Background: an optimization exercise with open tools, aiming at small area. Do not read the settings as production practice. Function was checked by simulation only, so behaviour that the tests miss may differ from the original. Power figures rest on the tool's default switching activity, not on a simulated workload. The clock port is modelled as an ideal driver; clocking choices that lean on that would not hold on a real chip.

Setup of yarrow:
==> flow/design.v <==
module qoi_encoder(
	input wire[7:0] r,
	input wire[7:0] g,
	input wire[7:0] b,
	input wire[7:0] a,
	input wire finish,
	input wire clk,
	input wire rst,
	output wire[39:0] chunk,
	output wire[2:0] chunk_len
);
reg[7:0] pr, pg, pb, pa;
reg[7:0] ppa;
reg[7:0] sel_lo, sel_hi;
wire[5:0] ph_hash = {
	|sel_hi[7:4], sel_hi[7] | sel_hi[6] | sel_hi[3] | sel_hi[2], sel_hi[7] | sel_hi[5] | sel_hi[3] | sel_hi[1],
	|sel_lo[7:4], sel_lo[7] | sel_lo[6] | sel_lo[3] | sel_lo[2], sel_lo[7] | sel_lo[5] | sel_lo[3] | sel_lo[1]};
reg pix;           
reg[7:0] c0;
reg[7:0] c1;
wire[2:0] clen = c0[7:6] == 2'b11 ? (c0[0] ? 3'd5 : 3'd4) : c0[7] ? 3'd2 : 3'd1;
reg rep;         
reg[5:0] runm1;  
reg pre_run;     
reg pre_pend;    
reg ph;
reg[25:0] st[0:63];
reg[63:0] valid;
wire[25:0] cur26 = {pr, pg, pb, pa[7:6]};
wire[25:0] wd = cur26 ^ {26{ph}};
wire[63:0] we;
wire[25:0] st_d[0:63];
genvar e, i;
generate for (e = 0; e < 64; e = e + 1) begin : ent
	assign we[e] = sel_lo[e % 8] & sel_hi[e / 8];
	wire wr = we[e];
	wire nwr = ~(sel_lo[e % 8] & sel_hi[e / 8]);
	for (i = 0; i < 26; i = i + 1) begin : bt
		qoi_encoder_cell c(.s(st[e][i]), .we(wr), .nwe(nwr), .d(wd[i]), .y(st_d[e][i]));
	end
	always @(posedge clk)
		st[e] <= st_d[e];
end endgenerate
wire[26:0] rdn[0:21];
wire[26:0] rd;
generate for (e = 0; e < 21; e = e + 1) begin : rg
	for (i = 0; i < 27; i = i + 1) begin : rb
		qoi_encoder_sel3 s(
			.a0(i < 26 ? st[3*e][i] : valid[3*e]), .s0(we[3*e]),
			.a1(i < 26 ? st[3*e+1][i] : valid[3*e+1]), .s1(we[3*e+1]),
			.a2(i < 26 ? st[3*e+2][i] : valid[3*e+2]), .s2(we[3*e+2]),
			.y(rdn[e][i]));
	end
end endgenerate
assign rdn[21] = ~({valid[63], st[63]} & {27{we[63]}});
generate for (i = 0; i < 27; i = i + 1) begin : ro
	wire[21:0] col;
	for (e = 0; e < 22; e = e + 1) begin : rc
		assign col[e] = rdn[e][i];
	end
	assign rd[i] = ~&col;
end endgenerate
wire match = rd[26] ? (rd[25:0] == wd) : (sel_lo[0] && sel_hi[0] && cur26 == 26'd0);
wire k = pre_run | pre_pend;
wire[7:0] pfx = pre_pend ? ppa : {2'b11, runm1};
wire[7:0] hb = {2'b00, ph_hash};
wire[7:0] x0 = k ? pfx : hb;   
wire[7:0] y0 = k ? pfx : c0;   
wire[7:0] x1 = k ? hb : c1;
wire[7:0] y1 = k ? c0 : c1;
wire[2:0] len_x = {2'b00, k} + {2'b00, pix};
wire[2:0] len_y = !pix ? {2'b00, k} : (k && clen == 3'd5) ? 3'd5 : clen + {2'b00, k};
assign chunk[7:0]   = match ? x0 : y0;
assign chunk[15:8]  = match ? x1 : y1;
assign chunk[23:16] = k ? c1 : pg;
assign chunk[31:24] = k ? pg : pb;
assign chunk[39:32] = k ? pb : pa;
assign chunk_len = match ? len_x : len_y;
wire ovf = k && pix && !match && clen == 3'd5;
wire[5:0] h = (r[5:0] + g[5:0] + b[5:0] + a[5:0]) + {r[4:0] + b[4:0] + a[4:0], 1'b0} + {g[3:0] + b[3:0], 2'b00} + {a[2:0], 3'b000};
wire is_rep = {pr, pg, pb, pa} == {r, g, b, a};
wire[7:0] vr = r - pr;
wire[7:0] vg = g - pg;
wire[7:0] vb = b - pb;
wire[7:0] vg_r = vr - vg;
wire[7:0] vg_b = vb - vg;
wire is_diff = (vr[7:1] == 7'h00 || vr[7:1] == 7'h7f) &&
               (vg[7:1] == 7'h00 || vg[7:1] == 7'h7f) &&
               (vb[7:1] == 7'h00 || vb[7:1] == 7'h7f);
wire is_luma = (vg[7:5] == 3'h0 || vg[7:5] == 3'h7) &&
               (vg_r[7:3] == 5'h00 || vg_r[7:3] == 5'h1f) &&
               (vg_b[7:3] == 5'h00 || vg_b[7:3] == 5'h1f);
always @(posedge clk) begin
	ph <= ~ph;
	ppa <= pa;
	pr <= r;
	pg <= g;
	pb <= b;
	pa <= a;
	sel_lo <= (8'd1 << h[2:0]) & {8{!finish && !rst}};
	sel_hi <= 8'd1 << h[5:3];
	pre_pend <= ovf;
	c1 <= r;
	if (pa != a) begin
		c0 <= 8'hff;
	end else if (is_diff) begin
		c0 <= {2'b01, ~vr[1], vr[0], ~vg[1], vg[0], ~vb[1], vb[0]};
	end else if (is_luma) begin
		c0 <= {2'b10, ~vg[5], vg[4:0]};
		c1 <= {~vg_r[3], vg_r[2:0], ~vg_b[3], vg_b[2:0]};
	end else begin
		c0 <= 8'hfe;
	end
	if (finish) begin
		pix <= 0;
		rep <= 0;
		pre_run <= rep;
	end else if (is_rep) begin
		pix <= 0;
		if (rep) begin
			runm1 <= runm1 + 6'd1;
			pre_run <= runm1 == 6'd60;
			rep <= runm1 != 6'd60;
		end else begin
			runm1 <= 0;
			pre_run <= 0;
			rep <= 1;
		end
	end else begin
		pix <= 1;
		pre_run <= rep;
		rep <= 0;
	end
	valid <= valid | we;
	if (rst) begin
		pr <= 0;
		pg <= 0;
		pb <= 0;
		pa <= 255;
		pix <= 0;
		rep <= 0;
		pre_run <= 0;
		pre_pend <= 0;
		valid <= 0;
	end
end
endmodule
module qoi_encoder_cell(input wire s, input wire we, input wire nwe, input wire d, output wire y);
assign y = ~((s | we) & (nwe | d));
endmodule
module qoi_encoder_sel3(input wire a0, input wire s0, input wire a1, input wire s1,
	input wire a2, input wire s2, output wire y);
assign y = ~(a0 & s0 | a1 & s1 | a2 & s2);
endmodule
Settings: LEC_CHECK=0, CAP_MARGIN=20, CORE_MARGIN=2, CORE_UTILIZATION=65, SLEW_MARGIN=20, SYNTH_HIERARCHICAL=1; clock period 10.0 ns.
standard.sh (not shown) runs the stock make flow with config.mk's settings and CLKGATE_MAP_FILE= SYNTH_SCRIPT=/design/flow/synth_recipe.tcl, a recipe that flattens the netlist after the stock synthesis.
==> flow/flow/run.sh <==
#!/bin/bash
# The standard layout (standard.sh: the standard synthesis, then ORFS
# through finish), with two ORFS steps given other arguments:
#  - the port buffers are sky130_fd_sc_hd__buf_1 cells (every input and
#    output port still gets its own buffer);
#  - clock tree synthesis uses clkbuf_16 leaf clusters of up to 32 sinks
#    and inserts no dummy loads.
# make's full output goes to standard.log in the work folder; ORFS keeps
# each step's log under orfs/logs/.
set -euo pipefail
export BUFFER_PORTS_ARGS="-buffer_cell sky130_fd_sc_hd__buf_1"
export CTS_ARGS="-sink_clustering_enable -repair_clock_nets -sink_clustering_size 32 -sink_clustering_max_diameter 80 -buf_list sky130_fd_sc_hd__clkbuf_16 -dont_use_dummy_load"
bash standard.sh > standard.log 2>&1
#### Input delta (xenon over yarrow)
--- a/flow/design.v
+++ b/flow/design.v
@@ -78,5 +78,5 @@
 assign chunk_len = match ? len_x : len_y;
 wire ovf = k && pix && !match && clen == 3'd5;
-wire[5:0] h = (r[5:0] + g[5:0] + b[5:0] + a[5:0]) + {r[4:0] + b[4:0] + a[4:0], 1'b0} + {g[3:0] + b[3:0], 2'b00} + {a[2:0], 3'b000};
+wire[5:0] h = r[5:0] * 6'd3 + g[5:0] * 6'd5 + b[5:0] * 6'd7 + a[5:0] * 6'd11;
 wire is_rep = {pr, pg, pb, pa} == {r, g, b, a};
 wire[7:0] vr = r - pr;
### Flow results
On transition time at the pin with the least slew margin: xenon sits below yarrow.
Reported for xenon and yarrow, total clock sinks turned out identical to the last digit.
Comparing yarrow with xenon, the compound-gate portion of the synthesized area came out essentially unchanged.
Lower total number of cells along the worst setup path was reported by xenon, not yarrow.
Looking at worst setup slack across xenon and yarrow, the one that comes out higher is yarrow.
xenon vs yarrow: overall power of the completed layout up by a few percent
xenon: clock network fraction of total power is 0.8 points lower than what yarrow reported.
Core region area of xenon is on par with yarrow.
Per the comparison of xenon with yarrow, global routing usage on met3 has decreased; wire length of the first global-routing pass has increased; die area has increased.

what the ideal ports hide:
Ports are ideal in the flow. The routed layouts listed here were re-timed in OpenROAD.
Step 1 assumes that a clkbuf_16 drives the clock port and a buf_2 every other input.
Step 2 moves the port delays by t, midway between the first and last clock arrival at a register: inputs arrive t later, outputs are due t later. That takes back most of the time a late clock gives input paths.
a / b / c = ideal ports / drivers / drivers and shift; a / b = the first two.
run	t (ns)	setup WS [ns]	pins driven straight from the clock port
yarrow	0.732	0.916 / 0.846 / 1.577	1
xenon	0.723	0.713 / 0.637 / 1.360	1
After both steps every run listed still meets setup and hold.
